This is an optimization exercise on Yosys and OpenROAD, whose aim is small area, not a production implementation.
The RTL was checked by simulation tests, not by an equivalence proof against the original design.
The clock port is modelled as an ideal driver, which makes a skipped or thinned clock tree look cheaper than it is; a real chip needs a root buffer or a tree.
Power figures rest on the tool's default switching activity, not on a simulated workload.

red:
## baseline_c5gx
module baseline_c5gx(
      input              CLOCK_50_B7A,
      input              CPU_RESET_n,
      output      [6:0]  HEX0,
      output      [6:0]  HEX1,
      output      [6:0]  HEX2,
      output      [6:0]  HEX3,
      input       [3:0]  KEY,
      output      [7:0]  LEDG,
      output      [9:0]  LEDR,
      input       [9:0]  SW
);
Size: ~330 cells after synthesis, ~62 I/O pins.
clock: 20.0 ns
lec_check: 0
cap_margin: 20
core_margin: 2
core_utilization: 70
slew_margin: 20
standard.sh (not shown) runs the stock make flow with config.mk's settings and CLKGATE_MAP_FILE= SYNTH_SCRIPT=/design/flow/synth_recipe.tcl, a recipe that flattens the netlist after the stock synthesis.
==> flow/flow/run.sh <==
#!/bin/bash
# Standard synthesis; then the combinational gates re-optimised by ABC with a
# stronger script (flip-flops untouched), tried with several deepsyn seeds
# and the smallest result kept; then the standard layout from floorplan on,
# with buf_1 port buffers and a one level of clock buffers (prects.tcl).
set -euo pipefail
W=$PWD
F=$W/flow
R=$W/orfs/results/$FLOW_PLATFORM/baseline_c5gx/base
YOSYS=$(command -v yosys || echo /OpenROAD-flow-scripts/tools/install/yosys/bin/yosys)

export BUFFER_PORTS_ARGS="-buffer_cell sky130_fd_sc_hd__buf_1"
export PRE_CTS_TCL=$F/prects.tcl
export ROOT_CLKBUF=
export LEAF_CLKBUF=sky130_fd_sc_hd__clkbuf_8
export LEAF_GROUPS=3

bash standard.sh synth > $W/std_synth.log 2>&1

cp $R/1_2_yosys.v $W/std_netlist.v
printf 'set_driving_cell sky130_fd_sc_hd__buf_1\nset_load 5\n' > $W/abc.constr
PERIOD_PS=$(python3 -c "print(int(float('$FLOW_PERIOD_NS')*1000))")
export RS_LIB=$FLOW_HOME/platforms/$FLOW_PLATFORM/lib/sky130_fd_sc_hd__tt_025C_1v80.lib
export RS_TOP=$FLOW_TOP RS_IN=$W/std_netlist.v RS_CONSTR=$W/abc.constr RS_PERIOD_PS=$PERIOD_PS
export YOSYS W F
SEEDS="1 2 3 4 5 6 7 8"
for s in $SEEDS; do
  printf 'strash\n&get -n\n&deepsyn -I 4 -J 200 -S %s\n&dch -f\n&nf -R 1000 -p -F 10 -A 5 -a\n&put\ntopo\ndnsize -c\n' $s > $W/abc_seed$s.script
done
echo $SEEDS | tr ' ' '\n' | xargs -P ${NUM_CORES:-4} -I{} bash -c \
  'RS_SCRIPT=$W/abc_seed{}.script RS_OUT=$W/resynth_seed{}.v $YOSYS -c $F/resynth.tcl > $W/resynth_seed{}.log 2>&1 || true'
best=$(python3 - "$W" $SEEDS <<'PY'
import re, sys, os
w = sys.argv[1]; best = None
for s in sys.argv[2:]:
    p = f"{w}/resynth_seed{s}.v.stat"
    if not os.path.exists(p) or not os.path.exists(f"{w}/resynth_seed{s}.v"): continue
    m = re.search(r"Chip area for module .*?: ([\d.]+)", open(p).read())
    if m and (best is None or float(m.group(1)) < best[0]): best = (float(m.group(1)), s)
print(best[1])
PY
)
echo "kept seed $best" > $W/resynth_choice.log
cat $W/resynth_seed*.v.stat | grep "Chip area" >> $W/resynth_choice.log || true

cp $W/resynth_seed$best.v $R/1_2_yosys.v
rm -f $R/1_synth.odb $R/1_synth.sdc
bash standard.sh > $W/std_layout.log 2>&1
==> flow/flow/prects.tcl <==
# Clock distribution made here instead of by clock_tree_synthesis: the clock
# pins are split into LEAF_GROUPS groups by x position, each
# group is driven by a leaf clock buffer at its centre, and the clock port (or
# a root buffer, if ROOT_CLKBUF is set) drives the leaves, so every
# register's clock passes the same buffers. ORFS's clock_tree_synthesis is then skipped; the rest of its CTS
# step (placement legalisation, timing repair) runs as usual.
set clk_port [get_name [lindex [get_property [lindex [all_clocks] 0] sources] 0]]
set block [ord::get_db_block]
set dbu [$block getDbUnitsPerMicron]
set net [$block findNet $clk_port]
set sinks {}
foreach it [$net getITerms] {
  set box [[$it getInst] getBBox]
  lappend sinks [list [expr {([$box xMin] + [$box xMax]) / 2.0 / $dbu}] \
                      [expr {([$box yMin] + [$box yMax]) / 2.0 / $dbu}] \
                      "[[$it getInst] getName]/[[$it getMTerm] getName]"]
}
proc halves { items idx } {
  set s [lsort -real -index $idx $items]
  set h [expr {[llength $s] / 2}]
  return [list [lrange $s 0 [expr {$h - 1}]] [lrange $s $h end]]
}
proc centre { items } {
  set sx 0.0
  set sy 0.0
  foreach i $items {
    set sx [expr {$sx + [lindex $i 0]}]
    set sy [expr {$sy + [lindex $i 1]}]
  }
  set n [llength $items]
  return [list [expr {$sx / $n}] [expr {$sy / $n}]]
}
set groups {}
set ng $::env(LEAF_GROUPS)
set s [lsort -real -index 0 $sinks]
set n [llength $s]
for {set g 0} {$g < $ng} {incr g} {
  lappend groups [lrange $s [expr {$g * $n / $ng}] [expr {($g + 1) * $n / $ng - 1}]]
}
set k 0
set leaves {}
foreach g $groups {
  set pins {}
  foreach i $g { lappend pins [get_pins [lindex $i 2]] }
  set c [centre $g]
  puts "clock leaf buffer $k: [llength $g] clock pins at $c"
  insert_buffer -buffer_cell $::env(LEAF_CLKBUF) -net $clk_port -load_pins $pins \
    -location $c -buffer_name clkleaf_$k -net_name clknet_leaf_$k
  lappend leaves [list {*}$c x]
  incr k
}
if { $::env(ROOT_CLKBUF) ne "" } {
  set c [centre $leaves]
  puts "clock root buffer at $c"
  insert_buffer -buffer_cell $::env(ROOT_CLKBUF) -net $clk_port -location $c \
    -buffer_name clkroot_buf -net_name clknet_root
}
foreach n [$block getNets] {
  foreach it [$n getITerms] {
    if { [$it isClocked] } { $n setSigType CLOCK; break }
  }
}
$net setSigType CLOCK
foreach it [$net getITerms] {
  set o [[$it getInst] findITerm X]
  if { $o ne "NULL" && [$o getNet] ne "NULL" } { [$o getNet] setSigType CLOCK }
}
set_propagated_clock [all_clocks]
rename clock_tree_synthesis __orfs_clock_tree_synthesis
proc clock_tree_synthesis { args } {
  puts "clock_tree_synthesis skipped: the clock has its buffers"
}
Other scripts of this flow, unchanged in this note and not shown: flow/flow/resynth.tcl
red | stages: all done | timing, DRC, antenna: all pass
Input changes introduced in blue (baseline for comparison: red):
diff --git a/flow/flow/run.sh b/flow/flow/run.sh
--- a/flow/flow/run.sh
+++ b/flow/flow/run.sh
@@ -5 +5 @@
-# with buf_1 port buffers and a one level of clock buffers (prects.tcl).
+# with buf_1 port buffers and one level of clock buffers (prects.tcl).
@@ -28 +28 @@
-  printf 'strash\n&get -n\n&deepsyn -I 4 -J 200 -S %s\n&dch -f\n&nf -R 1000 -p -F 10 -A 5 -a\n&put\ntopo\ndnsize -c\n' $s > $W/abc_seed$s.script
+  printf 'strash\n&get -n\n&deepsyn -I 4 -J 500 -S %s\n&dch -f\n&nf -R 1000 -p -F 10 -A 5 -a\n&put\ntopo\ndnsize -c\n' $s > $W/abc_seed$s.script
diff --git a/flow/config.mk b/flow/config.mk
--- a/flow/config.mk
+++ b/flow/config.mk
@@ -10 +10 @@
-export CORE_UTILIZATION = 70
+export CORE_UTILIZATION = 80
[summary]
blue did not make it past 3_3_place_gp, where a tool error ended it.
Summary of blue over red: number of ports placed on the die boundary held steady, die span in x shrank by 6.1%, post-synthesis cell count held steady, average instance area after synthesis held steady, number of port buffers held steady.
Standard-cell row count, blue and red: larger value in red
Netlist area before placement came out exactly the same in blue and red.
Measured against each other, blue and red differ in effective utilization at floorplan, the lower figure coming from red.
When blue is set beside red, its die span in y turns out to be 6.1% smaller.
### blue -> green
diff --git a/flow/flow/run.sh b/flow/flow/run.sh
--- a/flow/flow/run.sh
+++ b/flow/flow/run.sh
@@ -5 +5 @@
-# with buf_1 port buffers and one level of clock buffers (prects.tcl).
+# with buf_1 port buffers and a two-level clock buffer tree (prects.tcl).
@@ -14 +14 @@
-export ROOT_CLKBUF=
+export ROOT_CLKBUF=sky130_fd_sc_hd__clkbuf_2
@@ -28 +28 @@
-  printf 'strash\n&get -n\n&deepsyn -I 4 -J 500 -S %s\n&dch -f\n&nf -R 1000 -p -F 10 -A 5 -a\n&put\ntopo\ndnsize -c\n' $s > $W/abc_seed$s.script
+  printf 'strash\n&get -n\n&deepsyn -I 4 -J 200 -S %s\n&dch -f\n&nf -R 1000 -p -F 10 -A 5 -a\n&put\ntopo\ndnsize -c\n' $s > $W/abc_seed$s.script
diff --git a/flow/flow/prects.tcl b/flow/flow/prects.tcl
--- a/flow/flow/prects.tcl
+++ b/flow/flow/prects.tcl
@@ -3,3 +3,3 @@
-# group is driven by a leaf clock buffer at its centre, and the clock port (or
-# a root buffer, if ROOT_CLKBUF is set) drives the leaves, so every
-# register's clock passes the same buffers. ORFS's clock_tree_synthesis is then skipped; the rest of its CTS
+# group is driven by a leaf clock buffer at its centre, and one root buffer
+# drives the leaves, so every register's clock passes the same two
+# buffers. ORFS's clock_tree_synthesis is then skipped; the rest of its CTS
@@ -52,6 +52,4 @@
-if { $::env(ROOT_CLKBUF) ne "" } {
-  set c [centre $leaves]
-  puts "clock root buffer at $c"
-  insert_buffer -buffer_cell $::env(ROOT_CLKBUF) -net $clk_port -location $c \
-    -buffer_name clkroot_buf -net_name clknet_root
-}
+set c [centre $leaves]
+puts "clock root buffer at $c"
+insert_buffer -buffer_cell $::env(ROOT_CLKBUF) -net $clk_port -location $c \
+  -buffer_name clkroot_buf -net_name clknet_root
diff --git a/flow/config.mk b/flow/config.mk
--- a/flow/config.mk
+++ b/flow/config.mk
@@ -10 +10 @@
-export CORE_UTILIZATION = 80
+export CORE_UTILIZATION = 70
Results
- green completed; timing, DRC and antenna clean
- Diff green..blue | average footprint of a synthesized cell | unchanged
- Per the comparison of green with blue, total I/O pin count ~0 delta; initial cell density of the core -9.5 points; number of instances in the synthesized netlist ~0 delta.
- In green relative to blue, total number of placement rows had gone up by a few percent.
- Compared with blue, in green die width shows an increase of about 6.4%; total of buffers placed on input and output ports now sits at about the same level; vertical die dimension increased 3.9 um; post-synthesis instance area did not really move.
For orange, these inputs were changed with respect to green:
diff --git a/flow/flow/run.sh b/flow/flow/run.sh
--- a/flow/flow/run.sh
+++ b/flow/flow/run.sh
@@ -5 +5 @@
-# with buf_1 port buffers and a two-level clock buffer tree (prects.tcl).
+# with buf_1 port buffers and one level of clock buffers (prects.tcl).
@@ -14 +14 @@
-export ROOT_CLKBUF=sky130_fd_sc_hd__clkbuf_2
+export ROOT_CLKBUF=
@@ -28 +28 @@
-  printf 'strash\n&get -n\n&deepsyn -I 4 -J 200 -S %s\n&dch -f\n&nf -R 1000 -p -F 10 -A 5 -a\n&put\ntopo\ndnsize -c\n' $s > $W/abc_seed$s.script
+  printf 'strash\n&get -n\n&deepsyn -I 4 -J 500 -S %s\n&dch -f\n&nf -R 1000 -p -F 10 -A 5 -a\n&put\ntopo\ndnsize -c\n' $s > $W/abc_seed$s.script
diff --git a/flow/flow/prects.tcl b/flow/flow/prects.tcl
--- a/flow/flow/prects.tcl
+++ b/flow/flow/prects.tcl
@@ -3,3 +3,3 @@
-# group is driven by a leaf clock buffer at its centre, and one root buffer
-# drives the leaves, so every register's clock passes the same two
-# buffers. ORFS's clock_tree_synthesis is then skipped; the rest of its CTS
+# group is driven by a leaf clock buffer at its centre, and the clock port (or
+# a root buffer, if ROOT_CLKBUF is set) drives the leaves, so every
+# register's clock passes the same buffers. ORFS's clock_tree_synthesis is then skipped; the rest of its CTS
@@ -52,4 +52,6 @@
-set c [centre $leaves]
-puts "clock root buffer at $c"
-insert_buffer -buffer_cell $::env(ROOT_CLKBUF) -net $clk_port -location $c \
-  -buffer_name clkroot_buf -net_name clknet_root
+if { $::env(ROOT_CLKBUF) ne "" } {
+  set c [centre $leaves]
+  puts "clock root buffer at $c"
+  insert_buffer -buffer_cell $::env(ROOT_CLKBUF) -net $clk_port -location $c \
+    -buffer_name clkroot_buf -net_name clknet_root
+}
## What came out
The share of power burned in registers reported for orange is greater than that of green by 1.0 points. In terms of clock period minus worst slack, orange and green differ only marginally. The fraction of the core area covered by cells at the end of the flow of orange and that of green are within noise of each other. Between orange and green, transition at the pin with the smallest max-transition slack is higher for green, orange comes in under that.
The inputs of purple differ from those of orange as listed below.
diff --git a/flow/flow/run.sh b/flow/flow/run.sh
--- a/flow/flow/run.sh
+++ b/flow/flow/run.sh
@@ -5 +5 @@
-# with buf_1 port buffers and one level of clock buffers (prects.tcl).
+# with buf_1 port buffers and a two-level clock buffer tree (prects.tcl).
@@ -14 +14 @@
-export ROOT_CLKBUF=
+export ROOT_CLKBUF=sky130_fd_sc_hd__clkbuf_2
@@ -16 +15,0 @@
-export LEAF_GROUPS=3
@@ -28 +27 @@
-  printf 'strash\n&get -n\n&deepsyn -I 4 -J 500 -S %s\n&dch -f\n&nf -R 1000 -p -F 10 -A 5 -a\n&put\ntopo\ndnsize -c\n' $s > $W/abc_seed$s.script
+  printf 'strash\n&get -n\n&deepsyn -I 4 -J 200 -S %s\n&dch -f\n&nf -R 1000 -p -F 10 -A 5 -a\n&put\ntopo\ndnsize -c\n' $s > $W/abc_seed$s.script
diff --git a/flow/flow/prects.tcl b/flow/flow/prects.tcl
--- a/flow/flow/prects.tcl
+++ b/flow/flow/prects.tcl
@@ -2,4 +2,4 @@
-# pins are split into LEAF_GROUPS groups by x position, each
-# group is driven by a leaf clock buffer at its centre, and the clock port (or
-# a root buffer, if ROOT_CLKBUF is set) drives the leaves, so every
-# register's clock passes the same buffers. ORFS's clock_tree_synthesis is then skipped; the rest of its CTS
+# pins are split into four groups by position (halves in x, then in y), each
+# group is driven by a leaf clock buffer at its centre, and one root buffer
+# drives the four leaves, so every register's clock passes the same two
+# buffers. ORFS's clock_tree_synthesis is then skipped; the rest of its CTS
@@ -34,5 +34,2 @@
-set ng $::env(LEAF_GROUPS)
-set s [lsort -real -index 0 $sinks]
-set n [llength $s]
-for {set g 0} {$g < $ng} {incr g} {
-  lappend groups [lrange $s [expr {$g * $n / $ng}] [expr {($g + 1) * $n / $ng - 1}]]
+foreach half [halves $sinks 0] {
+  foreach q [halves $half 1] { lappend groups $q }
@@ -52,6 +49,4 @@
-if { $::env(ROOT_CLKBUF) ne "" } {
-  set c [centre $leaves]
-  puts "clock root buffer at $c"
-  insert_buffer -buffer_cell $::env(ROOT_CLKBUF) -net $clk_port -location $c \
-    -buffer_name clkroot_buf -net_name clknet_root
-}
+set c [centre $leaves]
+puts "clock root buffer at $c"
+insert_buffer -buffer_cell $::env(ROOT_CLKBUF) -net $clk_port -location $c \
+  -buffer_name clkroot_buf -net_name clknet_root
## What came out
- Reported for orange and purple, number of cells on the critical path turned out identical to the last digit.
- Going from orange to purple, shortest period the worst path allows was more or less identical, routing usage on met2 decreased 1.8 points.
The clock cells of red, green, orange and purple come from the design's own scripts or RTL, not from TritonCTS.

-- port drivers added, routing unchanged --
Ports are ideal in the flow. The routed layouts listed here were re-timed in OpenROAD. Step 1, drivers: a clkbuf_16 drives CLOCK_50_B7A and a buf_2 each remaining input, both assumed. Step 2 times the ports against the registers' clock, not the clock port: input delays grow and output delays shrink by t, the midpoint of the rising clock arrivals with the driver on. a / b / c = ideal / step 1 / step 2; a / b = the first two.
| run | t (ns) | slack for setup (ns) | worst register clock-pin slew, ns |
|---|---|---|---|
| red | 0.194 | 11.680 / 11.657 / 11.657 | 0.11 / 0.11 |
| green | 0.378 | 11.679 / 11.656 / 11.656 | 0.12 / 0.12 |
| orange | 0.194 | 11.680 / 11.657 / 11.657 | 0.11 / 0.11 |
| purple | 0.424 | 11.678 / 11.656 / 11.656 | 0.08 / 0.08 |
After both steps every run listed still meets setup and hold.
